This is an optimization exercise on Yosys and OpenROAD, whose aim is small area, not a production implementation. RTL that was checked went through simulation tests only; none was proved equivalent to the original. Only the layout flow was run in runs 1 and 2; the RTL was not checked for function there. Power and IR drop assume default switching activity.

**flow/design.v**
```verilog
module alu (
    input  [31:0] a,
    input  [31:0] b,           
    input  [31:0] rt,          
    input  [4:0]  sh,          
    input         sub,
    input         sel_add, sel_slt, sel_sltu,
    input         sel_and, sel_or, sel_xor, sel_nor,
    input         sel_sll, sel_srl, sel_sra,
    output [31:0] sum,         
    output [31:0] result,
    output        eq,          
    output        lt           
);
    wire [31:0] bx = b ^ {32{sub}};
    add32 u_add (.a(a), .b(bx), .ci(sub), .s(sum));
    wire [31:0] x = a ^ b;
    assign eq = ~|x;
    assign lt = (a[31] ^ b[31]) ? a[31] : sum[31];
    wire ltu  = (a[31] ^ b[31]) ? b[31] : sum[31];
    wire        var_sh = (sh == 5'd0);
    wire [4:0]  amt    = var_sh ? a[4:0] : sh;
    wire        big    = var_sh & (|a[31:5]);
    wire        fill   = sel_sra & rt[31];
    wire [31:0] rt_rev;
    genvar i;
    generate
        for (i = 0; i < 32; i = i + 1) begin : g_rev
            assign rt_rev[i] = rt[31 - i];
        end
    endgenerate
    wire [31:0] s0 = sel_sll ? rt_rev : rt;
    wire [31:0] s1 = amt[0] ? {fill, s0[31:1]} : s0;
    wire [31:0] s2 = amt[1] ? {{2{fill}}, s1[31:2]} : s1;
    wire [31:0] s3 = amt[2] ? {{4{fill}}, s2[31:4]} : s2;
    wire [31:0] s4 = amt[3] ? {{8{fill}}, s3[31:8]} : s3;
    wire [31:0] s5 = amt[4] ? {{16{fill}}, s4[31:16]} : s4;
    wire [31:0] sr = big ? {32{fill}} : s5;
    wire [31:0] sl;
    generate
        for (i = 0; i < 32; i = i + 1) begin : g_rev2
            assign sl[i] = sr[31 - i];
        end
    endgenerate
    assign result = ({32{sel_add}} & sum)
                  | ({32{sel_and}} & (a & b))
                  | ({32{sel_or}}  & (a | b))
                  | ({32{sel_xor}} & x)
                  | ({32{sel_nor}} & ~(a | b))
                  | ({32{sel_sll}} & sl)
                  | ({32{sel_srl | sel_sra}} & sr)
                  | {31'b0, (sel_slt & lt) | (sel_sltu & ltu)};
endmodule
module add32 (
    input  [31:0] a,
    input  [31:0] b,
    input         ci,
    output [31:0] s
);
    wire [31:0] p = a ^ b;
    wire [31:0] g = a & b;
    reg  [31:0] G, P;
    integer i, d;
    always @(*) begin
        G = g;
        P = p;
        G[0] = g[0] | (p[0] & ci);
        for (d = 1; d < 32; d = d * 2)
            for (i = 0; i < 32; i = i + 1)
                if ((i / d) % 2 == 1) begin
                    G[i] = G[i] | (P[i] & G[(i / d) * d - 1]);
                    P[i] = P[i] & P[(i / d) * d - 1];
                end
    end
    assign s = p ^ {G[30:0], ci};
endmodule
module decode (
    input  [31:0] instr,
    output        regwrite,    
    output        regdest,     
    output        memwrite,    
    output        memread,     
    output        use_imm,     
    output        imm_zext,    
    output        sub,         
    output        sel_add,     
    output        sel_slt,     
    output        sel_sltu,    
    output        sel_and,
    output        sel_or,
    output        sel_xor,
    output        sel_nor,
    output        sel_sll,
    output        sel_srl,
    output        sel_sra,
    output        branch,
    output        jump
);
    wire [5:0] op = instr[31:26];
    wire [5:0] fn = instr[5:0];
    wire rtype = (op == 6'b000000);
    wire addi  = (op == 6'b001000);
    wire andi  = (op == 6'b001100);
    wire ori   = (op == 6'b001101);
    wire xori  = (op == 6'b001110);
    wire slti  = (op == 6'b001010);
    wire sltiu = (op == 6'b001011);
    wire lw    = (op == 6'b100011);
    wire sw    = (op == 6'b101011);
    wire r_sub  = rtype & (fn == 6'b100010);
    wire r_slt  = rtype & (fn == 6'b101010);
    wire r_sltu = rtype & (fn == 6'b101011);
    wire r_and  = rtype & (fn == 6'b100100);
    wire r_or   = rtype & (fn == 6'b100101);
    wire r_nor  = rtype & (fn == 6'b100111);
    wire r_xor  = rtype & (fn == 6'b100110);
    wire r_sll  = rtype & (fn == 6'b000000);
    wire r_srl  = rtype & (fn == 6'b000010);
    wire r_sra  = rtype & (fn == 6'b000011);
    wire r_add  = rtype & ~(r_sub | r_slt | r_sltu | r_and | r_or | r_nor | r_xor |
                            r_sll | r_srl | r_sra);
    assign branch   = (op[5:2] == 4'b0001);
    assign jump     = (op == 6'b000010);
    assign regwrite = rtype | addi | andi | ori | xori | slti | sltiu | lw;
    assign regdest  = rtype;
    assign memwrite = sw;
    assign memread  = lw;
    assign use_imm  = ~rtype & ~branch;
    assign imm_zext = andi | ori | xori | sltiu;
    assign sub      = r_sub | r_slt | r_sltu | slti | sltiu | branch;
    assign sel_add  = r_add | r_sub | addi;
    assign sel_slt  = r_slt | slti;
    assign sel_sltu = r_sltu | sltiu;
    assign sel_and  = r_and | andi;
    assign sel_or   = r_or | ori;
    assign sel_xor  = r_xor | xori;
    assign sel_nor  = r_nor;
    assign sel_sll  = r_sll;
    assign sel_srl  = r_srl;
    assign sel_sra  = r_sra;
endmodule
module exe (clk, rst, o_p, instr, imem_addr, imem_data, dmem_addr, dmem_wdata,
            dmem_we, dmem_re, dmem_rdata);
    input         clk;
    input         rst;
    output reg [31:0] o_p;
    output [31:0] instr;
    output [31:0] imem_addr;
    input  [31:0] imem_data;
    output [31:0] dmem_addr;
    output [31:0] dmem_wdata;
    output        dmem_we;
    output        dmem_re;
    input  [31:0] dmem_rdata;
    reg [31:0] instr_q;
    reg [29:0] pc;                  
    reg [31:0] rf [1:31];           
    assign instr     = instr_q;
    assign imem_addr = {pc, 2'b00};
    wire regwrite, regdest, memwrite, memread, use_imm, imm_zext, sub;
    wire sel_add, sel_slt, sel_sltu, sel_and, sel_or, sel_xor, sel_nor;
    wire sel_sll, sel_srl, sel_sra, branch, jump;
    decode u_dec (
        .instr(instr_q), .regwrite(regwrite), .regdest(regdest),
        .memwrite(memwrite), .memread(memread), .use_imm(use_imm),
        .imm_zext(imm_zext), .sub(sub), .sel_add(sel_add), .sel_slt(sel_slt),
        .sel_sltu(sel_sltu), .sel_and(sel_and), .sel_or(sel_or),
        .sel_xor(sel_xor), .sel_nor(sel_nor), .sel_sll(sel_sll),
        .sel_srl(sel_srl), .sel_sra(sel_sra), .branch(branch), .jump(jump));
    wire [4:0]  rs  = instr_q[25:21];
    wire [4:0]  rt  = instr_q[20:16];
    wire [4:0]  rd  = instr_q[15:11];
    wire [15:0] imm = instr_q[15:0];
    reg [31:0] a, rtv;
    integer k;
    always @(*) begin
        a   = 32'd0;
        rtv = 32'd0;
        for (k = 1; k < 32; k = k + 1) begin
            a   = a   | ({32{rs == k}} & rf[k]);
            rtv = rtv | ({32{rt == k}} & rf[k]);
        end
    end
    wire [31:0] immx = {imm_zext ? 16'd0 : {16{imm[15]}}, imm};
    wire [31:0] b   = use_imm ? immx : rtv;
    wire [31:0] sum, result;
    wire        eq, lt;
    alu u_alu (
        .a(a), .b(b), .rt(rtv), .sh(instr_q[10:6]), .sub(sub),
        .sel_add(sel_add), .sel_slt(sel_slt), .sel_sltu(sel_sltu),
        .sel_and(sel_and), .sel_or(sel_or), .sel_xor(sel_xor), .sel_nor(sel_nor),
        .sel_sll(sel_sll), .sel_srl(sel_srl), .sel_sra(sel_sra),
        .sum(sum), .result(result), .eq(eq), .lt(lt));
    wire cond  = instr_q[27] ? (lt | eq) : eq;
    wire taken = branch & (cond ^ instr_q[26]);
    wire [29:0] pc_seq;
    wire [31:0] pc_br_s;
    wire [30:0] inc_c;    
    assign inc_c[0] = 1'b1;
    genvar gi;
    generate
        for (gi = 0; gi < 30; gi = gi + 1) begin : g_inc
            assign inc_c[gi + 1] = inc_c[gi] & pc[gi];
            assign pc_seq[gi]    = pc[gi] ^ inc_c[gi];
        end
    endgenerate
    add32 u_pcadd (.a({2'b00, pc}), .b({{16{imm[15]}}, imm}), .ci(1'b0), .s(pc_br_s));
    wire [29:0] pc_br = pc_br_s[29:0];
    wire [29:0] pc_next = jump ? {pc[29:26], instr_q[25:0]} : (taken ? pc_br : pc_seq);
    always @(posedge clk) begin
        if (rst) begin
            instr_q <= 32'd0;
            pc      <= 30'd0;
        end else begin
            instr_q <= imem_data;
            pc      <= pc_next;
        end
    end
    assign dmem_addr  = sum;
    assign dmem_wdata = rtv;
    assign dmem_we    = memwrite & ~rst;
    assign dmem_re    = memread & ~rst;
    wire [31:0] wdata = memread ? dmem_rdata : result;
    wire [4:0]  wreg  = regdest ? rd : rt;
    always @(posedge clk) begin
        if (rst)
            o_p <= 32'd0;
        else if (regwrite)
            o_p <= wdata;
        else if (memwrite)
            o_p <= rtv;
    end
    always @(posedge clk) begin
        if (!rst && regwrite && wreg != 5'd0)
            rf[wreg] <= wdata;
    end
endmodule
```
**flow/run.sh**
```bash
#!/bin/bash
# synth_recipe.tcl (not shown) runs the flow's synth.tcl, then flattens the netlist and writes it again
# the make line also repeats each setting of config.mk as NAME=value (left out here)
make -C /OpenROAD-flow-scripts/flow DESIGN_CONFIG=/design/flow/config.mk WORK_HOME=/design/flow/orfs CLKGATE_MAP_FILE= SYNTH_SCRIPT=/design/flow/synth_recipe.tcl finish
```
**flow/config.mk**
```make
export PLATFORM = sky130hd
export DESIGN_NAME = exe
export DESIGN_NICKNAME = exe
export VERILOG_FILES = /design/flow/design.v
export SDC_FILE = /design/flow/constraint.sdc
export NUM_CORES = 8
export LEC_CHECK = 0
export CAP_MARGIN = 20
export CORE_MARGIN = 2
export CORE_UTILIZATION = 40
export SETUP_SLACK_MARGIN = 0.3
export SLEW_MARGIN = 20
```
**flow/constraint.sdc**
```tcl
create_clock -name core_clock -period 8.5 [get_ports {clk}]
set_input_delay 1.7000 -clock core_clock [delete_from_list [all_inputs] [get_ports {clk}]]
set_output_delay 1.7000 -clock core_clock [all_outputs]
set_load 0.01 [all_outputs]
```
==> impl_table.tex, run 1 <==
\begin{tabular}{lr}
\hline
Metric & Value \\
\hline
\multicolumn{2}{l}{\textbf{Finish}} \\
Nets & 6091 \\
Area growth syn-to-layout & 23.3\% \\
Final cell utilization of the core & 0.496 \\
Count of non-filler cells in the finished layout & 7951 \\
Layout cells sized above 1 & 0.189 \\
\multicolumn{2}{l}{\textbf{CTS}} \\
Clock buffers created by TritonCTS & 118 \\
Cell at the root of the clock tree & sky130\_fd\_sc\_hd\_\_clkbuf\_16 \\
Worst skew pair latency & 0.85 ns \\
Clock-pin slew reported for the worst setup and hold paths after clock tree synthesis & 0.07 ns \\
Maximum clock path buffer count & 3 \\
Clock net sink count & 1086 \\
Number of hold buffers added after CTS & 0 \\
Clock tree from TritonCTS & done \\
H-Tree Level Count & 3 \\
\multicolumn{2}{l}{\textbf{Worst setup path}} \\
Largest stage delay, worst path & 0.57 ns \\
Most prevalent standard cell on the critical path & sky130\_fd\_sc\_hd\_\_buf\_4 \\
Crit-path slowest cell & sky130\_fd\_sc\_hd\_\_nor2\_2 \\
Kind of start point of the critical path & register \\
Critical path class & register to output pin \\
Crit path cell chain & buf\_6 -> buf\_4 -> or3b\_4 -> nor2\_2 -> buf\_4 -> a22oi\_1 -> nand4\_1 -> nor3\_1 -> nand2\_1 -> ha\_1 -> and4\_1 -> o21ai\_0 -> o22ai\_1 -> buf\_4 -> a211o\_4 -> buf\_4 -> a21oi\_2 -> nor2b\_1 -> nor2\_1 -> o21bai\_1 -> xor2\_1 -> buf\_4 -> clkdlybuf4s50\_1 \\
Type of element capturing the critical path & output pin \\
Critical path arrival & 6.67 ns \\
Worst Path Required & 6.80 ns \\
Top fanout value on the critical path & 12 \\
\multicolumn{2}{l}{\textbf{Global route}} \\
Global route overflow & 0 \\
Maximum number of pins on one net before global-route repair & 60 \\
Global router's overall resource usage & 0.458 \\
Number of global-route vias before repair & 54900 \\
Global-route wire length before repair & 476000 µm \\
Antenna violations before repair & 44 \\
\multicolumn{2}{l}{\textbf{STA}} \\
Ratio of final minimum period to clock period & 0.985 \\
Post-Route Setup TNS & 0 ns \\
Clock period minus worst slack & 8.37 ns \\
Final hold viol count & 0 \\
Relative slew margins & 0.0889 \\
Worst setup slack after layout & 0.131 ns \\
Unrepaired setup endpoints after global routing & true \\
Final setup violation count & 0 \\
Worst clock skew & 0.0739 ns \\
Pins Over Slew Limit & 0 \\
Worst-Margin Slew & 1.37 ns \\
Achievable Freq & 0.119 GHz \\
\multicolumn{2}{l}{\textbf{Min path}} \\
Class of the most critical hold timing path & register to register \\
\multicolumn{2}{l}{\textbf{Status}} \\
Run status & no timing/DRC/antenna violations \\
\multicolumn{2}{l}{\textbf{Synth}} \\
Seq cells post-synth & 1086 \\
Cell type with the highest aggregate area in the netlist & sky130\_fd\_sc\_hd\_\_edfxtp\_1 \\
Avg Synthesized Cell Area & 11.1 µm² \\
Synth async-reset ratio & 0 \\
Dominant cell by count in the synthesized netlist & sky130\_fd\_sc\_hd\_\_edfxtp\_1 \\
Synth Instances & 5343 \\
Total of warnings raised by yosys & 2 \\
Main synth FF type & sky130\_fd\_sc\_hd\_\_edfxtp\_1 \\
Register area share after synthesis & 0.533 \\
Area of the mapped netlist & 0.0595 mm² \\
Most frequent cells after synthesis & 992 x sky130\_fd\_sc\_hd\_\_edfxtp\_1, 987 x sky130\_fd\_sc\_hd\_\_and3\_1, 354 x sky130\_fd\_sc\_hd\_\_clkbuf\_1 \\
Count of flip-flops with a built-in enable after synthesis & 992 \\
Largest cells by area after synthesis & sky130\_fd\_sc\_hd\_\_edfxtp\_1 50\%, sky130\_fd\_sc\_hd\_\_and3\_1 10\%, sky130\_fd\_sc\_hd\_\_a2111oi\_0 3.9\% \\
Netlist cell types & 104 \\
Proportion of netlist area held by the largest area contributor & 0.501 \\
\multicolumn{2}{l}{\textbf{Placement}} \\
Post-placement cell count & 7571 \\
Weighted congestion at the end of routability-driven global placement & 1.08 \\
Worst slack at placement & 0.204 ns \\
Port Buffers & 225 \\
Final HPWL from detailed placement & 240000 µm \\
\multicolumn{2}{l}{\textbf{Detailed routing}} \\
Total number of vias & 60900 \\
Post-route antenna net violation count & 0 \\
Detailed Route WL & 362000 µm \\
Routed wire per std cell & 45.6 µm \\
Pre-Repair DR Iteration Count & 13 \\
DR DRC count & 0 \\
DR iter-0 viols & 13200 \\
Via-per-instance ratio & 7.66 \\
\multicolumn{2}{l}{\textbf{Run}} \\
Max-capacitance violation count & 0 \\
\multicolumn{2}{l}{\textbf{Floorplanning}} \\
Number of primary I/O pins & 228 \\
Die area & 0.152 mm² \\
Initial Util & 0.403 \\
Row Count & 141 \\
Die Y-Extent & 390 µm \\
Core footprint & 0.148 mm² \\
Die span in x & 390 µm \\
\multicolumn{2}{l}{\textbf{Pwr}} \\
Static power due to leakage & 29.9 nW \\
Worst IR Drop VDD & 0.185 mV \\
Cell Pwr Density & 210 mW/mm² \\
\hline
\end{tabular}
==> per-layer routing <==
metal / global-route usage / vias up / part of all wire
li1: - / 22600 / -
met1: 0.534 / 29300 / 0.33
met2: 0.619 / 6885 / 0.38
met3: 0.234 / 2175 / 0.18
met4: 0.384 / 32 / 0.11
met5: 0.0185 / - / 0.0014
==> repair_timing <==
item,4_1_cts,5_1_grt
pin swaps,28,24
cloned,6,2
hold endpoints to repair,0,0
resized for setup,127,118
endpoints found under the setup margin,24,22
buffers inserted,64,29
==> critical path: cells and delay by family (launching register included) <==
family	cells	cell delay, ns
buffers and inverters	7	1.99
and+or+nand+nor	8	1.92
AOI/OAI and AO/OA	6	1.00
DFF	1	0.40
adders and majority gates	1	0.34
xor gates and xnor gates	1	0.14
==> sequential cells by signal, summed over array words and instances (netlist names) <==
signal and count:
instr_q 32, o_p 32, rf 992, pc 30
==> cells in the final DEF, fill, tap and decap left out, types with 33 or more instances in the layout <==
cell type,count
sky130_fd_sc_hd__nand3b_1,53
sky130_fd_sc_hd__mux2i_1,63
sky130_fd_sc_hd__a22oi_1,173
sky130_fd_sc_hd__ha_1,148
sky130_fd_sc_hd__nand2_1,193
sky130_fd_sc_hd__a21oi_1,123
sky130_fd_sc_hd__xor2_1,34
sky130_fd_sc_hd__nor3_1,88
sky130_fd_sc_hd__a311oi_1,40
sky130_fd_sc_hd__xnor2_1,33
sky130_fd_sc_hd__o21ai_0,74
sky130_fd_sc_hd__nor2_2,39
sky130_fd_sc_hd__nor2_1,185
sky130_fd_sc_hd__and3_1,985
sky130_fd_sc_hd__inv_1,125
sky130_fd_sc_hd__edfxtp_1,992
sky130_fd_sc_hd__o22ai_1,45
sky130_fd_sc_hd__a221oi_1,121
sky130_fd_sc_hd__nand4_1,117
sky130_fd_sc_hd__o211ai_1,52
sky130_fd_sc_hd__a2111oi_0,201
sky130_fd_sc_hd__diode_2,52
sky130_fd_sc_hd__buf_4,546
sky130_fd_sc_hd__clkbuf_16,118
sky130_fd_sc_hd__dfxtp_1,84
sky130_fd_sc_hd__nand3_1,129
sky130_fd_sc_hd__nor4_1,42
sky130_fd_sc_hd__a2111oi_1,34
sky130_fd_sc_hd__clkdlybuf4s50_1,214
sky130_fd_sc_hd__buf_12,47
sky130_fd_sc_hd__nor2_4,64
sky130_fd_sc_hd__nor2b_1,43
==> per-stage QoR <==
| stage | area, µm² | power (mW) | hold WS [ns] |
|---|---|---|---|
| final | 73300 | 15.4 | 0.503 |
| after global routing | 73200 | 15.6 | 0.527 |
| after CTS | 72400 | 15.1 | 0.504 |
| after detailed placement | 67200 | 9.42 | 0.495 |
| after global placement | 67100 | 9.42 | 0.489 |
| after floorplan | 59500 | 7.64 | 0.518 |
==> worst paths after layout <==
path | depth (start not counted) | startpoint | slack, ns | to
min reg2reg | 2 | o_p[21] | 0.50 | o_p[21]
max | 23 | instr_q[23] | 0.13 | dmem_addr[23]
min | 2 | o_p[21] | 0.50 | o_p[21]
max reg2reg | 17 | instr_q[21] | 1.13 | rf[17][28]
==> power by group <==
group | internal [mW] | switching [mW]
registers | 6.09 | 0.0599
logic | 1.16 | 2.33
clock network | 3.25 | 2.49
total | 10.5 | 4.88
==> cell families after synthesis <==
kind of cell / Yosys count / synth area share
fa+ha+maj: 159 / 0.0347
mux: 84 / 0.0155
buf+inv: 571 / 0.0397
compound gates: 1211 / 0.158
simple gates: 2160 / 0.209
xor+xnor: 71 / 0.0105
flops: 1086 / 0.533
other cells: 1 / 0.0000631
==> cell type report <==
| class | count | area (µm²) |
|---|---|---|
| fillers | 13100 | 74400 |
| repair buffers | 839 | 7570 |
| clock buffers | 130 | 3000 |
| multi-input cells | 3695 | 26800 |
| clock inverters | 93 | 1230 |
| well taps | 1930 | 2410 |
| flip-flops and latches | 1086 | 31700 |
| inverters | 126 | 473 |
| diodes | 52 | 130 |
==> run 2: changes to the inputs <==
--- a/flow/design.v
+++ b/flow/design.v
@@ -13,7 +13,7 @@
     output        lt           
 );
     wire [31:0] bx = b ^ {32{sub}};
-    add32 u_add (.a(a), .b(bx), .ci(sub), .s(sum));
+    assign sum = a + bx + {31'b0, sub};
     wire [31:0] x = a ^ b;
     assign eq = ~|x;
     assign lt = (a[31] ^ b[31]) ? a[31] : sum[31];
@@ -50,29 +50,6 @@
                   | ({32{sel_sll}} & sl)
                   | ({32{sel_srl | sel_sra}} & sr)
                   | {31'b0, (sel_slt & lt) | (sel_sltu & ltu)};
-endmodule
-module add32 (
-    input  [31:0] a,
-    input  [31:0] b,
-    input         ci,
-    output [31:0] s
-);
-    wire [31:0] p = a ^ b;
-    wire [31:0] g = a & b;
-    reg  [31:0] G, P;
-    integer i, d;
-    always @(*) begin
-        G = g;
-        P = p;
-        G[0] = g[0] | (p[0] & ci);
-        for (d = 1; d < 32; d = d * 2)
-            for (i = 0; i < 32; i = i + 1)
-                if ((i / d) % 2 == 1) begin
-                    G[i] = G[i] | (P[i] & G[(i / d) * d - 1]);
-                    P[i] = P[i] & P[(i / d) * d - 1];
-                end
-    end
-    assign s = p ^ {G[30:0], ci};
 endmodule
 module decode (
     input  [31:0] instr,
@@ -155,6 +132,9 @@
     reg [31:0] instr_q;
     reg [29:0] pc;                  
     reg [31:0] rf [1:31];           
+    wire [31:0] wdata;
+    wire [4:0]  wreg;
+    wire        rf_we;
     assign instr     = instr_q;
     assign imem_addr = {pc, 2'b00};
     wire regwrite, regdest, memwrite, memread, use_imm, imm_zext, sub;
@@ -171,15 +151,29 @@
     wire [4:0]  rt  = instr_q[20:16];
     wire [4:0]  rd  = instr_q[15:11];
     wire [15:0] imm = instr_q[15:0];
-    reg [31:0] a, rtv;
+    wire [4:0] rs_f = imem_data[25:21];
+    wire [4:0] rt_f = imem_data[20:16];
+    reg [31:0] a_f, rt_fv;
     integer k;
     always @(*) begin
-        a   = 32'd0;
-        rtv = 32'd0;
+        a_f   = 32'd0;
+        rt_fv = 32'd0;
         for (k = 1; k < 32; k = k + 1) begin
-            a   = a   | ({32{rs == k}} & rf[k]);
-            rtv = rtv | ({32{rt == k}} & rf[k]);
-        end
+            a_f   = a_f   | ({32{rs_f == k}} & rf[k]);
+            rt_fv = rt_fv | ({32{rt_f == k}} & rf[k]);
+        end
+    end
+    assign rf_we = ~rst & regwrite;
+    wire wr_any = rf_we & (wreg != 5'd0);
+    wire fwd_a  = wr_any & (wreg == rs_f);
+    wire fwd_b  = wr_any & (wreg == rt_f);
+    reg [31:0] a, rtv;              
+    always @(posedge clk) begin
+        a <= fwd_a ? wdata : a_f;
+        if (rst)
+            rtv <= 32'd0;
+        else
+            rtv <= fwd_b ? wdata : rt_fv;
     end
     wire [31:0] immx = {imm_zext ? 16'd0 : {16{imm[15]}}, imm};
     wire [31:0] b   = use_imm ? immx : rtv;
@@ -193,9 +187,8 @@
         .sum(sum), .result(result), .eq(eq), .lt(lt));
     wire cond  = instr_q[27] ? (lt | eq) : eq;
     wire taken = branch & (cond ^ instr_q[26]);
-    wire [29:0] pc_seq;
-    wire [31:0] pc_br_s;
-    wire [30:0] inc_c;    
+    wire [29:0] pc_seq;             
+    wire [30:0] inc_c;
     assign inc_c[0] = 1'b1;
     genvar gi;
     generate
@@ -204,8 +197,7 @@
             assign pc_seq[gi]    = pc[gi] ^ inc_c[gi];
         end
     endgenerate
-    add32 u_pcadd (.a({2'b00, pc}), .b({{16{imm[15]}}, imm}), .ci(1'b0), .s(pc_br_s));
-    wire [29:0] pc_br = pc_br_s[29:0];
+    wire [29:0] pc_br   = pc + {{14{imm[15]}}, imm};
     wire [29:0] pc_next = jump ? {pc[29:26], instr_q[25:0]} : (taken ? pc_br : pc_seq);
     always @(posedge clk) begin
         if (rst) begin
@@ -220,8 +212,8 @@
     assign dmem_wdata = rtv;
     assign dmem_we    = memwrite & ~rst;
     assign dmem_re    = memread & ~rst;
-    wire [31:0] wdata = memread ? dmem_rdata : result;
-    wire [4:0]  wreg  = regdest ? rd : rt;
+    assign wdata = memread ? dmem_rdata : result;
+    assign wreg  = regdest ? rd : rt;
     always @(posedge clk) begin
         if (rst)
             o_p <= 32'd0;
@@ -231,7 +223,7 @@
             o_p <= rtv;
     end
     always @(posedge clk) begin
-        if (!rst && regwrite && wreg != 5'd0)
+        if (rf_we && wreg != 5'd0)
             rf[wreg] <= wdata;
     end
 endmodule
==> run 2 against run 1 <==
Largest cell class unchanged. Clock skew decreased by 0.028 ns. Utilization down 2.3 points. Clock power fell by 5.7%. Non-clock buffer count down 384. Die area decreased by 4.1%. Critical path depth shrank 9. Combinational power is 21% lower. Critical path type unchanged. Fmax is 7.1% higher. Synthesized cell count down 14%. First-iteration DRC count is 7.5% lower. Cell count fell by 14%.
==> impl_table.tex, run 2 <==
\begin{tabular}{lr}
\hline
Metric & Value \\
\hline
\multicolumn{2}{l}{\textbf{Status}} \\
Run status & no timing/DRC/antenna violations (unchanged) \\
\multicolumn{2}{l}{\textbf{Worst setup path}} \\
Largest stage delay, worst path & 0.67 ns (was 0.57 ns) \\
Gate family responsible for the most delay along the worst path & simple AND/OR/NAND/NOR gates (was buffers and inverters) \\
R2R cell count & 15 (was 17) \\
Crit-path slowest cell & sky130\_fd\_sc\_hd\_\_clkdlybuf4s50\_1 (was sky130\_fd\_sc\_hd\_\_nor2\_2) \\
Worst Path Required & 6.80 ns (about the same) \\
Register-to-register path setup slack & 1.74 ns (was 1.13 ns) \\
Crit path depth & 14 (was 23) \\
RR Startpoint & instr\_q[29] (was instr\_q[21]) \\
Type of element capturing the critical path & output pin (unchanged) \\
Crit path cell chain & or3\_1 -> nor2\_4 -> buf\_4 -> mux2i\_1 -> xnor2\_1 -> ha\_1 -> a211oi\_1 -> nor3b\_1 -> o41a\_1 -> a22o\_1 -> nor4\_1 -> nor2\_1 -> xor2\_1 -> clkdlybuf4s50\_1 (was buf\_6 -> buf\_4 -> or3b\_4 -> nor2\_2 -> buf\_4 -> a22oi\_1 -> nand4\_1 -> nor3\_1 -> nand2\_1 -> ha\_1 -> and4\_1 -> o21ai\_0 -> o22ai\_1 -> buf\_4 -> a211o\_4 -> buf\_4 -> a21oi\_2 -> nor2b\_1 -> nor2\_1 -> o21bai\_1 -> xor2\_1 -> buf\_4 -> clkdlybuf4s50\_1) \\
Start point of the critical path & instr\_q[29] (was instr\_q[23]) \\
Top fanout value on the critical path & 20 (was 12) \\
Critical Path Sink & dmem\_addr[31] (was dmem\_addr[23]) \\
Number of buffer and inverter instances along the worst setup path & 2 (was 7) \\
Critical path arrival & 6.11 ns (was 6.67 ns) \\
Kind of start point of the critical path & register (unchanged) \\
Endpoint of the lowest-slack register-to-register path & rf[21][28] (was rf[17][28]) \\
Critical path class & register to output pin (unchanged) \\
\multicolumn{2}{l}{\textbf{Placement}} \\
Final HPWL from detailed placement & 181000 µm (was 240000 µm) \\
Post-placement cell count & 6611 (was 7571) \\
Port Buffers & 225 (unchanged) \\
Weighted congestion at the end of routability-driven global placement & 1.03 (was 1.08) \\
\multicolumn{2}{l}{\textbf{Floorplanning}} \\
Die Y-Extent & 382 µm (was 390 µm) \\
Die span in x & 382 µm (was 390 µm) \\
Initial Util & 0.403 (about the same) \\
Core footprint & 0.142 mm² (was 0.148 mm²) \\
Die area & 0.146 mm² (was 0.152 mm²) \\
Row Count & 138 (was 141) \\
Number of primary I/O pins & 228 (unchanged) \\
\multicolumn{2}{l}{\textbf{CTS}} \\
Clock-pin slew reported for the worst setup and hold paths after clock tree synthesis & 0.07 ns (about the same) \\
Clock tree from TritonCTS & done (unchanged) \\
Clock buffers created by TritonCTS & 116 (was 118) \\
Maximum clock path buffer count & 3 (unchanged) \\
H-Tree Level Count & 3 (unchanged) \\
Cell at the root of the clock tree & sky130\_fd\_sc\_hd\_\_clkbuf\_16 (unchanged) \\
Worst skew pair latency & 0.77 ns (was 0.85 ns) \\
Number of hold buffers added after CTS & 0 (unchanged) \\
Clock net sink count & 1150 (was 1086) \\
Post-CTS Setup Bufs & 0 (was 64) \\
Number of instances resized during post-cts repair & 0 (was 127) \\
\multicolumn{2}{l}{\textbf{Finish}} \\
Flip-flop count of the largest register, all copies and words added & 992 (unchanged) \\
Top register by number of flip-flops & rf (unchanged) \\
Count of non-filler cells in the finished layout & 6846 (was 7951) \\
Layout cells sized above 1 & 0.127 (was 0.189) \\
Commonest non-fill, non-tap cell in the layout & sky130\_fd\_sc\_hd\_\_edfxtp\_1 (unchanged) \\
Layout filler cell count & 12500 (was 13100) \\
Area growth syn-to-layout & 17.5\% (was 23.3\%) \\
Nets & 5061 (was 6091) \\
Top library cells by usage in the layout, fill and taps aside & 992 x sky130\_fd\_sc\_hd\_\_edfxtp\_1, 353 x sky130\_fd\_sc\_hd\_\_a221oi\_1, 323 x sky130\_fd\_sc\_hd\_\_a22o\_1, 271 x sky130\_fd\_sc\_hd\_\_a22oi\_1, 224 x sky130\_fd\_sc\_hd\_\_clkdlybuf4s50\_1 (was 992 x sky130\_fd\_sc\_hd\_\_edfxtp\_1, 985 x sky130\_fd\_sc\_hd\_\_and3\_1, 546 x sky130\_fd\_sc\_hd\_\_buf\_4, 214 x sky130\_fd\_sc\_hd\_\_clkdlybuf4s50\_1, 201 x sky130\_fd\_sc\_hd\_\_a2111oi\_0) \\
\multicolumn{2}{l}{\textbf{Global route}} \\
Antenna violations before repair & 20 (was 44) \\
Global route overflow & 0 (unchanged) \\
Global-route wire length before repair & 403000 µm (was 476000 µm) \\
Maximum number of pins on one net before global-route repair & 53 (was 60) \\
Number of global-route vias before repair & 48700 (was 54900) \\
Global router's overall resource usage & 0.397 (was 0.458) \\
\multicolumn{2}{l}{\textbf{STA}} \\
Post-Route Setup TNS & 0 ns (unchanged) \\
Final hold viol count & 0 (unchanged) \\
Relative slew margins & 0.119 (was 0.0889) \\
Final setup violation count & 0 (unchanged) \\
Worst-Margin Slew & 1.32 ns (was 1.37 ns) \\
Achievable Freq & 0.128 GHz (was 0.119 GHz) \\
Min Hold Slack & 0.496 ns (was 0.503 ns) \\
Clock period minus worst slack & 7.81 ns (was 8.37 ns) \\
Pins Over Slew Limit & 0 (unchanged) \\
Ratio of final minimum period to clock period & 0.919 (was 0.985) \\
Worst clock skew & 0.0455 ns (was 0.0739 ns) \\
Unrepaired setup endpoints after global routing & false (was true) \\
\multicolumn{2}{l}{\textbf{Synth}} \\
Seq cells post-synth & 1150 (was 1086) \\
Count of flip-flops with a built-in enable after synthesis & 992 (unchanged) \\
Main synth FF type & sky130\_fd\_sc\_hd\_\_edfxtp\_1 (unchanged) \\
Cell type with the highest aggregate area in the netlist & sky130\_fd\_sc\_hd\_\_edfxtp\_1 (unchanged) \\
Most frequent cells after synthesis & 992 x sky130\_fd\_sc\_hd\_\_edfxtp\_1, 353 x sky130\_fd\_sc\_hd\_\_a221oi\_1, 323 x sky130\_fd\_sc\_hd\_\_a22o\_1 (was 992 x sky130\_fd\_sc\_hd\_\_edfxtp\_1, 987 x sky130\_fd\_sc\_hd\_\_and3\_1, 354 x sky130\_fd\_sc\_hd\_\_clkbuf\_1) \\
Register area share after synthesis & 0.578 (was 0.533) \\
Avg Synthesized Cell Area & 12.4 µm² (was 11.1 µm²) \\
Proportion of netlist area held by the largest area contributor & 0.522 (was 0.501) \\
Synth async-reset ratio & 0 (unchanged) \\
Largest cells by area after synthesis & sky130\_fd\_sc\_hd\_\_edfxtp\_1 52\%, sky130\_fd\_sc\_hd\_\_dfxtp\_1 5.5\%, sky130\_fd\_sc\_hd\_\_a221oi\_1 5.4\% (was sky130\_fd\_sc\_hd\_\_edfxtp\_1 50\%, sky130\_fd\_sc\_hd\_\_and3\_1 10\%, sky130\_fd\_sc\_hd\_\_a2111oi\_0 3.9\%) \\
Area of the mapped netlist & 0.0570 mm² (was 0.0595 mm²) \\
Synth Instances & 4614 (was 5343) \\
Dominant cell by count in the synthesized netlist & sky130\_fd\_sc\_hd\_\_edfxtp\_1 (unchanged) \\
Total of warnings raised by yosys & 1 (was 2) \\
Netlist cell types & 92 (was 104) \\
\multicolumn{2}{l}{\textbf{Detailed routing}} \\
DR DRC count & 0 (unchanged) \\
Post-route antenna net violation count & 0 (unchanged) \\
DR iter-0 viols & 12200 (was 13200) \\
Via-per-instance ratio & 7.64 (was 7.66) \\
Detailed Route WL & 300000 µm (was 362000 µm) \\
Routed wire per std cell & 43.9 µm (was 45.6 µm) \\
Total number of vias & 52300 (was 60900) \\
Pre-Repair DR Iteration Count & 12 (was 13) \\
\multicolumn{2}{l}{\textbf{Pwr}} \\
Worst IR Drop VDD & 0.186 mV (was 0.185 mV) \\
Cell Pwr Density & 221 mW/mm² (was 210 mW/mm²) \\
Pwr Total & 14.8 mW (was 15.4 mW) \\
Static power due to leakage & 22.7 nW (was 29.9 nW) \\
\multicolumn{2}{l}{\textbf{Min path}} \\
Class of the most critical hold timing path & register to register (unchanged) \\
\multicolumn{2}{l}{\textbf{Run}} \\
Max-capacitance violation count & 0 (unchanged) \\
\hline
\end{tabular}
## run 2: cell count changes in the layout (fill, tap and decap cells not counted), sizes merged, moves of 39 or more
cell and change:
a2111oi -258, a221oi +230, a222oi +57, a22o +314, a22oi +98, and3 -972
buf -384, dfxtp +64, diode -41, nand3b -41, xnor2 +39
## run 2: logic make-up (layout without fill, tap and decap cells)
group	Yosys count	count (layout)	synth area share
AO/OA/AOI/OAI	1642	1642	0.227
XOR/XNOR	84	84	0.0131
adder cells (fa/ha/maj)	154	154	0.0340
buffers and inverters	468	798	0.0319
flip-flops	1150	1150	0.578
multiplexers	110	110	0.0280
other	1	13	0.0000658
AND/OR/NAND/NOR	1005	1005	0.0885
## run 2: worst min-delay path by stage
stage / from / endpoint / slack [ns] / cells past startpoint
after CTS: o_p[0] / o_p[0] / 0.50 / 2
after global routing: o_p[13] / o_p[13] / 0.54 / 2
after global placement: o_p[0] / o_p[0] / 0.48 / 2
final: o_p[0] / o_p[0] / 0.50 / 2
after detailed placement: o_p[0] / o_p[0] / 0.49 / 2
after floorplan: o_p[0] / o_p[0] / 0.51 / 2
## run 2: final cells by class
class,count,area [µm²],share of cell area
Tap cell,1890,2360,0.0353
Antenna cell,11,27.5,0.000411
Timing Repair Buffer,455,4090,0.0611
Multi-Input combinational cell,2997,23100,0.345
Clock inverter,73,845,0.0126
Clock buffer,148,3140,0.0468
Sequential cell,1150,33000,0.492
Inverter,122,458,0.00683
## run 2: metrics by stage
step | setup WS (ns) | utilization | area, µm²
after CTS | 0.500 | 0.472 | 66900
final | 0.689 | 0.473 | 67000
after floorplan | 2.29 | - | 57000
after global routing | 0.330 | 0.473 | 67000
after global placement | 1.29 | 0.444 | 62900
after detailed placement | 1.34 | 0.444 | 62900
## run 2: layer usage
metal,up-vias,share of wire,track usage
li1,19600,-,-
met2,5768,0.41,0.575
met3,1798,0.16,0.158
met4,24,0.097,0.287
met5,-,0.00086,0.00529
met1,25100,0.33,0.478
## run 2: report_power, final
| part | total [mW] | internal, mW | switching (mW) |
|---|---|---|---|
| sequential | 6.61 | 6.44 | 0.172 |
| combinational | 2.78 | 0.944 | 1.84 |
| clock | 5.41 | 3.06 | 2.35 |
## run 2: worst reg2reg max path, cell delays in order (launching register included)
cell                       delay, ns
sky130_fd_sc_hd__dfxtp_1        0.48
sky130_fd_sc_hd__or3_1          0.53
sky130_fd_sc_hd__nor2_4         0.49
sky130_fd_sc_hd__mux2i_1        0.46
sky130_fd_sc_hd__xnor2_1        0.13
sky130_fd_sc_hd__ha_1           0.37
sky130_fd_sc_hd__a21o_1         0.21
sky130_fd_sc_hd__a21o_1         0.18
sky130_fd_sc_hd__a21o_1         0.18
sky130_fd_sc_hd__or4_1          0.45
sky130_fd_sc_hd__o21ai_1        0.43
sky130_fd_sc_hd__o31ai_1        0.26
sky130_fd_sc_hd__nand4b_1       0.15
sky130_fd_sc_hd__nand4_1        0.18
sky130_fd_sc_hd__o22ai_1        1.00
sky130_fd_sc_hd__inv_1          0.80
==> run 3: changes to the inputs <==
--- a/flow/design.v
+++ b/flow/design.v
@@ -187,16 +187,7 @@
         .sum(sum), .result(result), .eq(eq), .lt(lt));
     wire cond  = instr_q[27] ? (lt | eq) : eq;
     wire taken = branch & (cond ^ instr_q[26]);
-    wire [29:0] pc_seq;             
-    wire [30:0] inc_c;
-    assign inc_c[0] = 1'b1;
-    genvar gi;
-    generate
-        for (gi = 0; gi < 30; gi = gi + 1) begin : g_inc
-            assign inc_c[gi + 1] = inc_c[gi] & pc[gi];
-            assign pc_seq[gi]    = pc[gi] ^ inc_c[gi];
-        end
-    endgenerate
+    wire [29:0] pc_seq  = pc + 30'd1;
     wire [29:0] pc_br   = pc + {{14{imm[15]}}, imm};
     wire [29:0] pc_next = jump ? {pc[29:26], instr_q[25:0]} : (taken ? pc_br : pc_seq);
     always @(posedge clk) begin
==> run 3 against run 2 <==
Sequential power barely moved. Utilization rose by 0.49 points. Via count fell by 5.0%. Synthesized area fell by 2.3%. Cell area fell by 1.6%. Synthesized cell count fell by 4.1%. Count of clock-buffer cells in the layout fell by 9. Global-route usage fell by 0.31 points. Combinational power fell by 3%. Wire length fell by 3.4%. Fmax fell by 1.2%. Clock skew rose by 0.039 ns. Largest power group unchanged. Highest routed layer unchanged.
==> impl_table.tex, run 3 <==
\begin{tabular}{lr}
\hline
Metric & Value \\
\hline
\multicolumn{2}{l}{\textbf{Status}} \\
Run status & no timing/DRC/antenna violations (unchanged) \\
\multicolumn{2}{l}{\textbf{Detailed routing}} \\
Detailed Route WL & 290000 µm (was 300000 µm) \\
Post-route antenna net violation count & 0 (unchanged) \\
Via-per-instance ratio & 7.56 (was 7.64) \\
Routed wire per std cell & 44.1 µm (was 43.9 µm) \\
Total number of vias & 49700 (was 52300) \\
DR DRC count & 0 (unchanged) \\
DR iter-0 viols & 11200 (was 12200) \\
Pre-Repair DR Iteration Count & 13 (was 12) \\
\multicolumn{2}{l}{\textbf{Run}} \\
Max-capacitance violation count & 0 (unchanged) \\
\multicolumn{2}{l}{\textbf{Finish}} \\
Layout cells sized above 1 & 0.127 (about the same) \\
Final standard cell area without fillers & 0.0659 mm² (was 0.0670 mm²) \\
Top register by number of flip-flops & rf (unchanged) \\
Top library cells by usage in the layout, fill and taps aside & 992 x sky130\_fd\_sc\_hd\_\_edfxtp\_1, 417 x sky130\_fd\_sc\_hd\_\_a221oi\_1, 380 x sky130\_fd\_sc\_hd\_\_a22o\_1, 224 x sky130\_fd\_sc\_hd\_\_clkdlybuf4s50\_1, 224 x sky130\_fd\_sc\_hd\_\_buf\_4 (was 992 x sky130\_fd\_sc\_hd\_\_edfxtp\_1, 353 x sky130\_fd\_sc\_hd\_\_a221oi\_1, 323 x sky130\_fd\_sc\_hd\_\_a22o\_1, 271 x sky130\_fd\_sc\_hd\_\_a22oi\_1, 224 x sky130\_fd\_sc\_hd\_\_clkdlybuf4s50\_1) \\
Final cell utilization of the core & 0.478 (was 0.473) \\
Layout filler cell count & 12200 (was 12500) \\
Commonest non-fill, non-tap cell in the layout & sky130\_fd\_sc\_hd\_\_edfxtp\_1 (unchanged) \\
Area of the multi-input gates & 0.0220 mm² (was 0.0231 mm²) \\
Area growth syn-to-layout & 18.2\% (was 17.5\%) \\
Nets & 4864 (was 5061) \\
Flip-flop count of the largest register, all copies and words added & 992 (unchanged) \\
Total area of sequential cells & 0.0330 mm² (about the same) \\
\multicolumn{2}{l}{\textbf{CTS}} \\
H-Tree Level Count & 3 (unchanged) \\
Clock tree from TritonCTS & done (unchanged) \\
Clock buffers created by TritonCTS & 119 (was 116) \\
Number of hold buffers added after CTS & 0 (unchanged) \\
Cell at the root of the clock tree & sky130\_fd\_sc\_hd\_\_clkbuf\_16 (unchanged) \\
Worst skew pair latency & 0.81 ns (was 0.77 ns) \\
Maximum clock path buffer count & 3 (unchanged) \\
Clock net sink count & 1150 (unchanged) \\
Clock-pin slew reported for the worst setup and hold paths after clock tree synthesis & 0.05 ns (was 0.07 ns) \\
\multicolumn{2}{l}{\textbf{Placement}} \\
Post-placement cell area & 0.0616 mm² (was 0.0629 mm²) \\
Worst slack at placement & 0.278 ns (was 1.34 ns) \\
Final HPWL from detailed placement & 175000 µm (was 181000 µm) \\
Weighted congestion at the end of routability-driven global placement & 0.997 (was 1.03) \\
Port Buffers & 225 (unchanged) \\
\multicolumn{2}{l}{\textbf{STA}} \\
Relative slew margins & 0.0496 (was 0.119) \\
Achievable Freq & 0.126 GHz (was 0.128 GHz) \\
Final setup violation count & 0 (unchanged) \\
Worst setup slack after layout & 0.592 ns (was 0.689 ns) \\
Final hold viol count & 0 (unchanged) \\
Unrepaired setup endpoints after global routing & true (was false) \\
Post-Route Setup TNS & 0 ns (unchanged) \\
Worst-Margin Slew & 1.41 ns (was 1.32 ns) \\
Clock period minus worst slack & 7.91 ns (was 7.81 ns) \\
Pins Over Slew Limit & 0 (unchanged) \\
Worst clock skew & 0.0843 ns (was 0.0455 ns) \\
Ratio of final minimum period to clock period & 0.930 (was 0.919) \\
\multicolumn{2}{l}{\textbf{Floorplanning}} \\
Row Count & 136 (was 138) \\
Die Y-Extent & 377 µm (was 382 µm) \\
Initial Util & 0.404 (was 0.403) \\
Die area & 0.142 mm² (was 0.146 mm²) \\
Core footprint & 0.138 mm² (was 0.142 mm²) \\
Die span in x & 377 µm (was 382 µm) \\
Number of primary I/O pins & 228 (unchanged) \\
\multicolumn{2}{l}{\textbf{Worst setup path}} \\
Kind of start point of the critical path & register (unchanged) \\
Worst Path Required & 6.80 ns (about the same) \\
Type of element capturing the critical path & output pin (unchanged) \\
Critical path arrival & 6.21 ns (was 6.11 ns) \\
Critical path class & register to output pin (unchanged) \\
Top fanout value on the critical path & 30 (was 20) \\
\multicolumn{2}{l}{\textbf{Synth}} \\
Main synth FF type & sky130\_fd\_sc\_hd\_\_edfxtp\_1 (unchanged) \\
Area of the mapped netlist & 0.0557 mm² (was 0.0570 mm²) \\
Avg Synthesized Cell Area & 12.6 µm² (was 12.4 µm²) \\
Netlist cell types & 87 (was 92) \\
Synth async-reset ratio & 0 (unchanged) \\
Largest cells by area after synthesis & sky130\_fd\_sc\_hd\_\_edfxtp\_1 53\%, sky130\_fd\_sc\_hd\_\_a221oi\_1 6.6\%, sky130\_fd\_sc\_hd\_\_a22o\_1 6.0\% (was sky130\_fd\_sc\_hd\_\_edfxtp\_1 52\%, sky130\_fd\_sc\_hd\_\_dfxtp\_1 5.5\%, sky130\_fd\_sc\_hd\_\_a221oi\_1 5.4\%) \\
Proportion of netlist area held by the largest area contributor & 0.534 (was 0.522) \\
Register area share after synthesis & 0.591 (was 0.578) \\
Dominant cell by count in the synthesized netlist & sky130\_fd\_sc\_hd\_\_edfxtp\_1 (unchanged) \\
Total of warnings raised by yosys & 1 (unchanged) \\
Seq cells post-synth & 1150 (unchanged) \\
Cell type with the highest aggregate area in the netlist & sky130\_fd\_sc\_hd\_\_edfxtp\_1 (unchanged) \\
Count of flip-flops with a built-in enable after synthesis & 992 (unchanged) \\
Synth Instances & 4425 (was 4614) \\
Most frequent cells after synthesis & 992 x sky130\_fd\_sc\_hd\_\_edfxtp\_1, 418 x sky130\_fd\_sc\_hd\_\_a221oi\_1, 380 x sky130\_fd\_sc\_hd\_\_a22o\_1 (was 992 x sky130\_fd\_sc\_hd\_\_edfxtp\_1, 353 x sky130\_fd\_sc\_hd\_\_a221oi\_1, 323 x sky130\_fd\_sc\_hd\_\_a22o\_1) \\
\multicolumn{2}{l}{\textbf{Pwr}} \\
Cell Pwr Density & 227 mW/mm² (was 221 mW/mm²) \\
Static power due to leakage & 23.0 nW (was 22.7 nW) \\
Worst IR Drop VDD & 0.188 mV (was 0.186 mV) \\
Pwr Total & 14.9 mW (was 14.8 mW) \\
\multicolumn{2}{l}{\textbf{Global route}} \\
Global route overflow & 0 (unchanged) \\
Antenna violations before repair & 12 (was 20) \\
Global-route wire length before repair & 386000 µm (was 403000 µm) \\
Global router's overall resource usage & 0.394 (was 0.397) \\
Maximum number of pins on one net before global-route repair & 54 (was 53) \\
Number of global-route vias before repair & 46200 (was 48700) \\
\multicolumn{2}{l}{\textbf{Min path}} \\
Class of the most critical hold timing path & register to register (unchanged) \\
\hline
\end{tabular}
[run 3: cell count changes after synthesis, moves of 25 or more]
cell,before,now
sky130_fd_sc_hd__a22oi_1,271,140
sky130_fd_sc_hd__ha_1,151,123
sky130_fd_sc_hd__a21oi_1,148,183
sky130_fd_sc_hd__a221oi_1,353,418
sky130_fd_sc_hd__o211ai_1,66,29
sky130_fd_sc_hd__mux4_2,38,1
sky130_fd_sc_hd__mux2i_1,60,192
sky130_fd_sc_hd__nor2_1,270,213
sky130_fd_sc_hd__a22o_1,323,380
sky130_fd_sc_hd__mux2_2,11,36
sky130_fd_sc_hd__a311oi_1,29,4
sky130_fd_sc_hd__nand3_1,110,70
[run 3: report_power, final]
part | switching (mW) | internal, mW | leakage, nW
registers | 0.144 | 6.44 | 10.4
logic | 1.80 | 0.894 | 10.6
clock network | 2.40 | 3.26 | 2.01
[run 3: stage by stage]
step                hold WS [ns]  instances
finish                     0.489       6575
global route               0.487       6570
CTS                        0.469       6567
detailed placement         0.459       6343
global placement           0.449       6342
floorplan                  0.476       4426
[run 3: area by class of cell]
class                           count  area share
Sequential cell                  1150       0.500
Multi-Input combinational cell   2831       0.334
Timing Repair Buffer              456      0.0621
Clock buffer                      139      0.0465
Tap cell                         1794      0.0341
Clock inverter                     85      0.0170
Inverter                          115     0.00655
Antenna cell                        5    0.000190
[run 3: worst max-delay path, cell delays in order, from the launching register on]
cell and delay (ns):
sky130_fd_sc_hd__dfxtp_2 0.52, sky130_fd_sc_hd__o21bai_1 0.22, sky130_fd_sc_hd__and2_1 0.27, sky130_fd_sc_hd__buf_12 0.24, sky130_fd_sc_hd__mux2i_1 0.35, sky130_fd_sc_hd__xnor2_1 0.16
sky130_fd_sc_hd__ha_1 0.29, sky130_fd_sc_hd__a21o_1 0.19, sky130_fd_sc_hd__a21oi_1 0.16, sky130_fd_sc_hd__nor2_1 0.06, sky130_fd_sc_hd__a311oi_1 0.32, sky130_fd_sc_hd__o31a_1 0.30
sky130_fd_sc_hd__buf_4 0.17, sky130_fd_sc_hd__o21ai_1 0.10, sky130_fd_sc_hd__a221oi_1 0.69, sky130_fd_sc_hd__o31ai_1 0.15, sky130_fd_sc_hd__xnor2_1 0.55, sky130_fd_sc_hd__clkdlybuf4s50_1 0.66
[run 3: cell families after synthesis]
kind of cell               Yosys count  synth area share
and+or+nand+nor                    849            0.0755
adders and majority gates          125            0.0283
AOI/OAI and AO/OA                 1529             0.217
buffers and inverters              445            0.0306
DFF                               1150             0.591
xor gates and xnor gates            96            0.0151
other                                1         0.0000673
muxes                              230            0.0424
[run 3: path summary, 6_finish.rpt]
| check | end | startpoint | cells past startpoint | slack [ns] |
|---|---|---|---|---|
| worst max-delay path | dmem_addr[25] | instr_q[28] | 17 | 0.59 |
| worst min-delay path | pc[19] | instr_q[19] | 2 | 0.49 |
| worst max register to register | pc[26] | instr_q[2] | 33 | 0.76 |
| worst min register to register | pc[19] | instr_q[19] | 2 | 0.49 |
[run 3: per-layer routing]
layer | global-route usage | part of all wire
met1 | 0.463 | 0.33
met2 | 0.572 | 0.41
met3 | 0.178 | 0.17
met4 | 0.273 | 0.092
met5 | 0 | 0.00032
[run 3: timing repair]
action                     in CTS  in global routing
setup endpoints to repair       2                 12
setup buffers                   0                  1
resized for setup               2                 10
==> run 4: changes to the inputs <==
--- a/flow/config.mk
+++ b/flow/config.mk
@@ -7,6 +7,9 @@
 export LEC_CHECK = 0
 export CAP_MARGIN = 20
 export CORE_MARGIN = 2
-export CORE_UTILIZATION = 40
+export CORE_UTILIZATION = 75
+export CTS_BUF_LIST = sky130_fd_sc_hd__clkbuf_8
+export CTS_CLUSTER_DIAMETER = 80
+export CTS_CLUSTER_SIZE = 30
 export SETUP_SLACK_MARGIN = 0.3
 export SLEW_MARGIN = 20
==> run 4 against run 3 <==
The run now fails in 5_1_grt. Synthesized cell count unchanged. Synthesized area did not move.
==> impl_table.tex, run 4 <==
\begin{tabular}{lr}
\hline
Metric & Value \\
\hline
\multicolumn{2}{l}{\textbf{Synth}} \\
Most frequent cells after synthesis & 992 x sky130\_fd\_sc\_hd\_\_edfxtp\_1, 418 x sky130\_fd\_sc\_hd\_\_a221oi\_1, 380 x sky130\_fd\_sc\_hd\_\_a22o\_1 (unchanged) \\
Cell type with the highest aggregate area in the netlist & sky130\_fd\_sc\_hd\_\_edfxtp\_1 (unchanged) \\
Post-synthesis share of cell area spent on full adders, half adders and majority gates & 0.0283 (unchanged) \\
Proportion of netlist area held by the largest area contributor & 0.534 (unchanged) \\
Largest family of logic cells by synthesized area & compound AO/OA/AOI/OAI gates (unchanged) \\
Register area share after synthesis & 0.591 (unchanged) \\
Area of the mapped netlist & 0.0557 mm² (unchanged) \\
Netlist cell types & 87 (unchanged) \\
Synth async-reset ratio & 0 (unchanged) \\
Fraction of the mapped netlist area in compound gates & 0.217 (unchanged) \\
Main synth FF type & sky130\_fd\_sc\_hd\_\_edfxtp\_1 (unchanged) \\
Avg Synthesized Cell Area & 12.6 µm² (unchanged) \\
Dominant cell by count in the synthesized netlist & sky130\_fd\_sc\_hd\_\_edfxtp\_1 (unchanged) \\
Simple logic cell fraction of the synthesized area & 0.0755 (unchanged) \\
Fraction of synthesized cell area in xor and xnor cells & 0.0151 (unchanged) \\
Count of flip-flops with a built-in enable after synthesis & 992 (unchanged) \\
Total of warnings raised by yosys & 1 (unchanged) \\
Multiplexer fraction of the synthesized cell area & 0.0424 (unchanged) \\
Largest cells by area after synthesis & sky130\_fd\_sc\_hd\_\_edfxtp\_1 53\%, sky130\_fd\_sc\_hd\_\_a221oi\_1 6.6\%, sky130\_fd\_sc\_hd\_\_a22o\_1 6.0\% (unchanged) \\
Synth Instances & 4425 (unchanged) \\
Seq cells post-synth & 1150 (unchanged) \\
\multicolumn{2}{l}{\textbf{CTS}} \\
H-Tree Level Count & 2 (was 3) \\
Clock buffers created by TritonCTS & 48 (was 119) \\
Number of hold buffers added after CTS & 0 (unchanged) \\
Cell at the root of the clock tree & sky130\_fd\_sc\_hd\_\_clkbuf\_8 (was sky130\_fd\_sc\_hd\_\_clkbuf\_16) \\
Maximum clock path buffer count & 3 (unchanged) \\
Clock net sink count & 1150 (unchanged) \\
\multicolumn{2}{l}{\textbf{Status}} \\
Stopping stage & 5\_1\_grt \\
Error that halted the flow & [ERROR GRT-0232] Routing congestion too high. Check the congestion heatmap in the GUI. \\
Run status & did not finish (was no timing/DRC/antenna violations) \\
\multicolumn{2}{l}{\textbf{Placement}} \\
Post-placement cell area & 0.0601 mm² (was 0.0616 mm²) \\
Weighted congestion at the end of routability-driven global placement & 1.06 (was 0.997) \\
Port Buffers & 225 (unchanged) \\
Post-placement cell count & 5453 (was 6343) \\
Final HPWL from detailed placement & 155000 µm (was 175000 µm) \\
\multicolumn{2}{l}{\textbf{Global route}} \\
Global router's overall resource usage & 0.836 \\
Antenna violations before repair & 40 \\
Maximum number of pins on one net before global-route repair & 88 \\
Global route overflow & 101 \\
\multicolumn{2}{l}{\textbf{STA}} \\
Pin category terminating the worst setup path after the last repair & sequential cell input \\
Worst EP post-GRT repair & pc[26]\$\_SDFFE\_PP0N\_/D \\
\multicolumn{2}{l}{\textbf{Floorplanning}} \\
Initial Util & 0.761 (was 0.404) \\
Die span in x & 277 µm (was 377 µm) \\
Number of primary I/O pins & 228 (unchanged) \\
Row Count & 99 (was 136) \\
Die Y-Extent & 277 µm (was 377 µm) \\
\hline
\end{tabular}
## run 4: cell counts after synthesis
Identical to the previous run, type by type.
## run 4: worst max path at each step
| stage | start | end | slack (ns) | cells past startpoint |
|---|---|---|---|---|
| CTS | instr_q[5] | pc[26] | 0.30 | 34 |
| global placement | instr_q[5] | pc[26] | 0.30 | 34 |
| floorplan | instr_q[5] | pc[29] | 1.28 | 30 |
| detailed placement | instr_q[5] | pc[26] | 0.1 | 34 |
## run 4: logic make-up after synthesis
logic type,after synthesis
adder cells (fa/ha/maj),125
multiplexers,230
other,1
AND/OR/NAND/NOR,849
flip-flops,1150
AO/OA/AOI/OAI,1529
XOR/XNOR,96
buffers and inverters,445
## run 4: timing repair
action,CTS
endpoints found under the hold margin,0
gates resized for setup,3
endpoints found under the setup margin,3
pin swaps,1
setup buffers,1
## run 4: through the flow
stage / worst slack, ns / utilization / hold WS (ns)
floorplan: 1.28 / - / 0.476
global placement: 0.304 / 0.820 / 0.462
detailed placement: 0.0982 / 0.820 / 0.475
CTS: 0.303 / 0.833 / 0.471
## run 4: per-layer routing
layer	GRT usage	overflow
met5	0.536	0
met4	0.796	36
met3	0.765	11
met2	0.942	43
met1	0.834	11
## run 4: power by group through the flow
stage	Clock, mW	Sequential [mW]	Combinational, mW
after floorplan	0	6.65	1.26
after global placement	0	6.71	2.34
after detailed placement	0	6.72	2.39
after CTS	2.25	6.59	2.42
==> run 5: changes to the inputs <==
--- a/flow/design.v
+++ b/flow/design.v
@@ -7,6 +7,7 @@
     input         sel_add, sel_slt, sel_sltu,
     input         sel_and, sel_or, sel_xor, sel_nor,
     input         sel_sll, sel_srl, sel_sra,
+    input         sel_st,      
     output [31:0] sum,         
     output [31:0] result,
     output        eq,          
@@ -18,6 +19,14 @@
     assign eq = ~|x;
     assign lt = (a[31] ^ b[31]) ? a[31] : sum[31];
     wire ltu  = (a[31] ^ b[31]) ? b[31] : sum[31];
+    wire [3:0] f = {sel_and | sel_or, sel_or | sel_xor, sel_or | sel_xor, sel_nor};
+    wire [31:0] lg;
+    genvar j;
+    generate
+        for (j = 0; j < 32; j = j + 1) begin : g_lg
+            assign lg[j] = f[{a[j], b[j]}];
+        end
+    endgenerate
     wire        var_sh = (sh == 5'd0);
     wire [4:0]  amt    = var_sh ? a[4:0] : sh;
     wire        big    = var_sh & (|a[31:5]);
@@ -35,20 +44,22 @@
     wire [31:0] s3 = amt[2] ? {{4{fill}}, s2[31:4]} : s2;
     wire [31:0] s4 = amt[3] ? {{8{fill}}, s3[31:8]} : s3;
     wire [31:0] s5 = amt[4] ? {{16{fill}}, s4[31:16]} : s4;
-    wire [31:0] sr = big ? {32{fill}} : s5;
+    wire [31:0] sr = s5;
     wire [31:0] sl;
     generate
         for (i = 0; i < 32; i = i + 1) begin : g_rev2
             assign sl[i] = sr[31 - i];
         end
     endgenerate
+    wire sr_en  = (sel_srl | sel_sra) & ~big;
+    wire sl_en  = sel_sll & ~big;
+    wire fill_v = sel_sra & big & rt[31];
     assign result = ({32{sel_add}} & sum)
-                  | ({32{sel_and}} & (a & b))
-                  | ({32{sel_or}}  & (a | b))
-                  | ({32{sel_xor}} & x)
-                  | ({32{sel_nor}} & ~(a | b))
-                  | ({32{sel_sll}} & sl)
-                  | ({32{sel_srl | sel_sra}} & sr)
+                  | lg
+                  | ({32{sel_st}}  & rt)
+                  | ({32{sl_en}} & sl)
+                  | ({32{sr_en}} & sr)
+                  | {32{fill_v}}
                   | {31'b0, (sel_slt & lt) | (sel_sltu & ltu)};
 endmodule
 module decode (
@@ -153,28 +164,38 @@
     wire [15:0] imm = instr_q[15:0];
     wire [4:0] rs_f = imem_data[25:21];
     wire [4:0] rt_f = imem_data[20:16];
-    reg [31:0] a_f, rt_fv;
-    integer k;
+    reg [7:0] rs_lo, rt_lo;
+    reg [3:0] rs_hi, rt_hi;
+    integer k, h;
+    always @(posedge clk) begin
+        for (k = 0; k < 8; k = k + 1) begin
+            rs_lo[k] <= (rs_f[2:0] == k);
+            rt_lo[k] <= (rt_f[2:0] == k);
+        end
+        for (h = 0; h < 4; h = h + 1) begin
+            rs_hi[h] <= ~rst & (rs_f[4:3] == h);
+            rt_hi[h] <= ~rst & (rt_f[4:3] == h);
+        end
+    end
+    wire [31:0] rf0 = 32'd0;
+    reg [31:0] a, rtv;              
+    reg [31:0] ga, gb;
     always @(*) begin
-        a_f   = 32'd0;
-        rt_fv = 32'd0;
-        for (k = 1; k < 32; k = k + 1) begin
-            a_f   = a_f   | ({32{rs_f == k}} & rf[k]);
-            rt_fv = rt_fv | ({32{rt_f == k}} & rf[k]);
+        a   = 32'd0;
+        rtv = 32'd0;
+        for (h = 0; h < 4; h = h + 1) begin
+            ga = 32'd0;
+            gb = 32'd0;
+            for (k = 0; k < 8; k = k + 1)
+                if (h * 8 + k != 0) begin
+                    ga = ga | ({32{rs_lo[k]}} & rf[h * 8 + k]);
+                    gb = gb | ({32{rt_lo[k]}} & rf[h * 8 + k]);
+                end
+            a   = a   | ({32{rs_hi[h]}} & ga);
+            rtv = rtv | ({32{rt_hi[h]}} & gb);
         end
     end
     assign rf_we = ~rst & regwrite;
-    wire wr_any = rf_we & (wreg != 5'd0);
-    wire fwd_a  = wr_any & (wreg == rs_f);
-    wire fwd_b  = wr_any & (wreg == rt_f);
-    reg [31:0] a, rtv;              
-    always @(posedge clk) begin
-        a <= fwd_a ? wdata : a_f;
-        if (rst)
-            rtv <= 32'd0;
-        else
-            rtv <= fwd_b ? wdata : rt_fv;
-    end
     wire [31:0] immx = {imm_zext ? 16'd0 : {16{imm[15]}}, imm};
     wire [31:0] b   = use_imm ? immx : rtv;
     wire [31:0] sum, result;
@@ -184,12 +205,16 @@
         .sel_add(sel_add), .sel_slt(sel_slt), .sel_sltu(sel_sltu),
         .sel_and(sel_and), .sel_or(sel_or), .sel_xor(sel_xor), .sel_nor(sel_nor),
         .sel_sll(sel_sll), .sel_srl(sel_srl), .sel_sra(sel_sra),
+        .sel_st(1'b0),
         .sum(sum), .result(result), .eq(eq), .lt(lt));
     wire cond  = instr_q[27] ? (lt | eq) : eq;
     wire taken = branch & (cond ^ instr_q[26]);
     wire [29:0] pc_seq  = pc + 30'd1;
     wire [29:0] pc_br   = pc + {{14{imm[15]}}, imm};
-    wire [29:0] pc_next = jump ? {pc[29:26], instr_q[25:0]} : (taken ? pc_br : pc_seq);
+    wire        seq     = ~jump & ~taken;
+    wire [29:0] pc_next = ({30{jump}}  & {pc[29:26], instr_q[25:0]})
+                        | ({30{taken}} & pc_br)
+                        | ({30{seq}}   & pc_seq);
     always @(posedge clk) begin
         if (rst) begin
             instr_q <= 32'd0;
==> flow/config.mk (replaced) <==
export PLATFORM = sky130hd
export DESIGN_NAME = exe
export DESIGN_NICKNAME = exe
export VERILOG_FILES = /design/flow/design.v
export SDC_FILE = /design/flow/constraint.sdc
export NUM_CORES = 8
export LEC_CHECK = 0
export CAP_MARGIN = 20
export CORE_MARGIN = 2
export CORE_UTILIZATION = 50
export SETUP_SLACK_MARGIN = 0.3
export SLEW_MARGIN = 20
==> run 5 against run 4 <==
Now clean on timing, DRC and antenna. Synthesized area shrank 1.5%. Synthesized cell count shrank 0.75%.
==> impl_table.tex, run 5 <==
\begin{tabular}{lr}
\hline
Metric & Value \\
\hline
\multicolumn{2}{l}{\textbf{Worst setup path}} \\
Largest stage delay, worst path & 1.00 ns \\
Register-to-register path setup slack & 1.69 ns \\
Crit-path slowest cell & sky130\_fd\_sc\_hd\_\_dfxtp\_4 \\
Crit path depth & 15 \\
\multicolumn{2}{l}{\textbf{Detailed routing}} \\
Total number of vias & 46000 \\
Detailed Route WL & 238000 µm \\
Pre-Repair DR Iteration Count & 10 \\
\multicolumn{2}{l}{\textbf{Synth}} \\
Seq cells post-synth & 1110 (was 1150) \\
Main synth FF type & sky130\_fd\_sc\_hd\_\_edfxtp\_1 (unchanged) \\
Synth Instances & 4392 (was 4425) \\
Area of the mapped netlist & 0.0549 mm² (was 0.0557 mm²) \\
Count of flip-flops with a built-in enable after synthesis & 992 (unchanged) \\
Dominant cell by count in the synthesized netlist & sky130\_fd\_sc\_hd\_\_edfxtp\_1 (unchanged) \\
\multicolumn{2}{l}{\textbf{Status}} \\
Run status & no timing/DRC/antenna violations (was did not finish) \\
\multicolumn{2}{l}{\textbf{Pwr}} \\
Worst IR Drop VDD & 0.215 mV \\
Switching pwr & 4.03 mW \\
\multicolumn{2}{l}{\textbf{Finish}} \\
Total area of sequential cells & 0.0322 mm² \\
Layout cells sized above 1 & 0.122 \\
Layout filler cell count & 8770 \\
Commonest non-fill, non-tap cell in the layout & sky130\_fd\_sc\_hd\_\_edfxtp\_1 \\
Nets & 4679 \\
Area growth syn-to-layout & 15.1\% \\
Flip-flop count of the largest register, all copies and words added & 992 \\
\multicolumn{2}{l}{\textbf{CTS}} \\
Cell at the root of the clock tree & sky130\_fd\_sc\_hd\_\_clkbuf\_16 (was sky130\_fd\_sc\_hd\_\_clkbuf\_8) \\
H-Tree Level Count & 3 (was 2) \\
Clock-pin slew reported for the worst setup and hold paths after clock tree synthesis & 0.06 ns \\
Maximum clock path buffer count & 3 (unchanged) \\
Worst skew pair latency & 0.74 ns \\
\multicolumn{2}{l}{\textbf{STA}} \\
Worst clock skew & 0.0796 ns \\
Clock period minus worst slack & 8.13 ns \\
Achievable Freq & 0.123 GHz \\
\multicolumn{2}{l}{\textbf{Floorplanning}} \\
Die Y-Extent & 335 µm (was 277 µm) \\
Die area & 0.112 mm² \\
\multicolumn{2}{l}{\textbf{Global route}} \\
Antenna violations before repair & 10 \\
\hline
\end{tabular}
run 5: cell count changes after synthesis, sizes merged, moves of 82 or more:
cell    previous run  this run
a221oi           418        17
a22oi            140       924
nand4            129        13
a41oi              1       194
buf               43       197
mux2i            192       110
a22o             380        16
run 5: what timing repair did:
| action | in CTS | in global routing |
|---|---|---|
| hold buffers | 0 | 0 |
| pin swaps | 0 | 1 |
| resized for setup | 3 | 23 |
| buffers inserted | 4 | 8 |
| setup endpoints to repair | 5 | 10 |
run 5: routing by layer:
metal  share of wire  vias to the layer above  wire length, µm  GRT usage
met3            0.14                      826            33400      0.112
met1            0.36                    22600            86100      0.537
met4           0.066                        6            15600      0.224
met2            0.43                     4053           103000      0.614
met5         0.00016                        -               37          0
li1                -                    18500                -          -
run 5: through the flow:
step | setup slack (ns) | hold WS, ns | utilization | instance area (µm²) | total power, mW
after global routing | 0.258 | 0.557 | 0.580 | 63200 | 14.4
final | 0.366 | 0.544 | 0.580 | 63200 | 14.1
after detailed placement | 0.909 | 0.518 | 0.543 | 59100 | 8.99
after CTS | 0.269 | 0.528 | 0.578 | 63000 | 14.0
after global placement | 0.866 | 0.523 | 0.542 | 59100 | 8.98
after floorplan | 2.01 | 0.503 | - | 54900 | 7.81
run 5: final cells by class:
cell class / count / share of cell area
clock inverter: 73 / 0.0127
clock buffer: 136 / 0.0475
antenna: 2 / 0.0000792
inverter: 36 / 0.00216
multi-input combinational: 2836 / 0.333
sequential: 1110 / 0.510
timing repair buffer: 454 / 0.0665
tap: 1414 / 0.0280
run 5: worst min-delay path, cell delays in order, from the launching register on:
cell,delay [ns]
sky130_fd_sc_hd__dfxtp_1,0.39
sky130_fd_sc_hd__nand2_1,0.07
sky130_fd_sc_hd__o221ai_1,0.06
run 5: logic make-up after synthesis:
family,share of synthesized area
buffers and inverters,0.0389
multiplexers,0.0332
other,0.0000683
AND/OR/NAND/NOR,0.0627
adder cells (fa/ha/maj),0.0144
XOR/XNOR,0.0209
flip-flops,0.586
AO/OA/AOI/OAI,0.244
run 5: power groups by stage:
| stage | combinational (mW) | clock [mW] | sequential (mW) |
|---|---|---|---|
| after CTS | 2.45 | 5.14 | 6.44 |
| after floorplan | 1.31 | 0 | 6.49 |
| after global placement | 2.42 | 0 | 6.56 |
| after global routing | 2.66 | 5.35 | 6.44 |
| final | 2.56 | 5.12 | 6.44 |
| after detailed placement | 2.43 | 0 | 6.56 |
run 5: worst min-delay path by stage:
| stage | slack [ns] | end | start | cells past startpoint |
|---|---|---|---|---|
| after global placement | 0.52 | pc[23] | instr_q[23] | 2 |
| after CTS | 0.53 | pc[23] | instr_q[23] | 2 |
| final | 0.54 | pc[23] | instr_q[23] | 2 |
| after floorplan | 0.50 | pc[23] | instr_q[23] | 2 |
| after global routing | 0.56 | pc[23] | instr_q[23] | 2 |
| after detailed placement | 0.52 | pc[23] | instr_q[23] | 2 |

[re-timing with driven ports]
In the flow no input, the clock included, has a driving cell. The finished layouts below were timed again as built, in two steps. Step 1 assumes that a clkbuf_16 drives the clock port and a buf_2 every other input. Step 2 also shifts input and output timing later by t, the mid clock arrival at the registers, as if the neighbouring blocks saw the same clock. Slacks: ideal / step 1 / step 2; pairs: ideal / step 1.
| run | t, ns | slack for setup (ns) | worst setup path at the end | pins driven straight from the clock port |
|---|---|---|---|---|
| run 1 | 0.895 | 0.131 / 0.045 / 0.940 | register to output | 1 |
| run 2 | 0.831 | 0.689 / 0.609 / 1.440 | register to output | 1 |
| run 3 | 0.848 | 0.592 / 0.516 / 0.762 | register to register | 1 |
| run 5 | 0.775 | 0.366 / 0.294 / 1.070 | register to output | 1 |
After both steps every run listed still meets setup and hold.
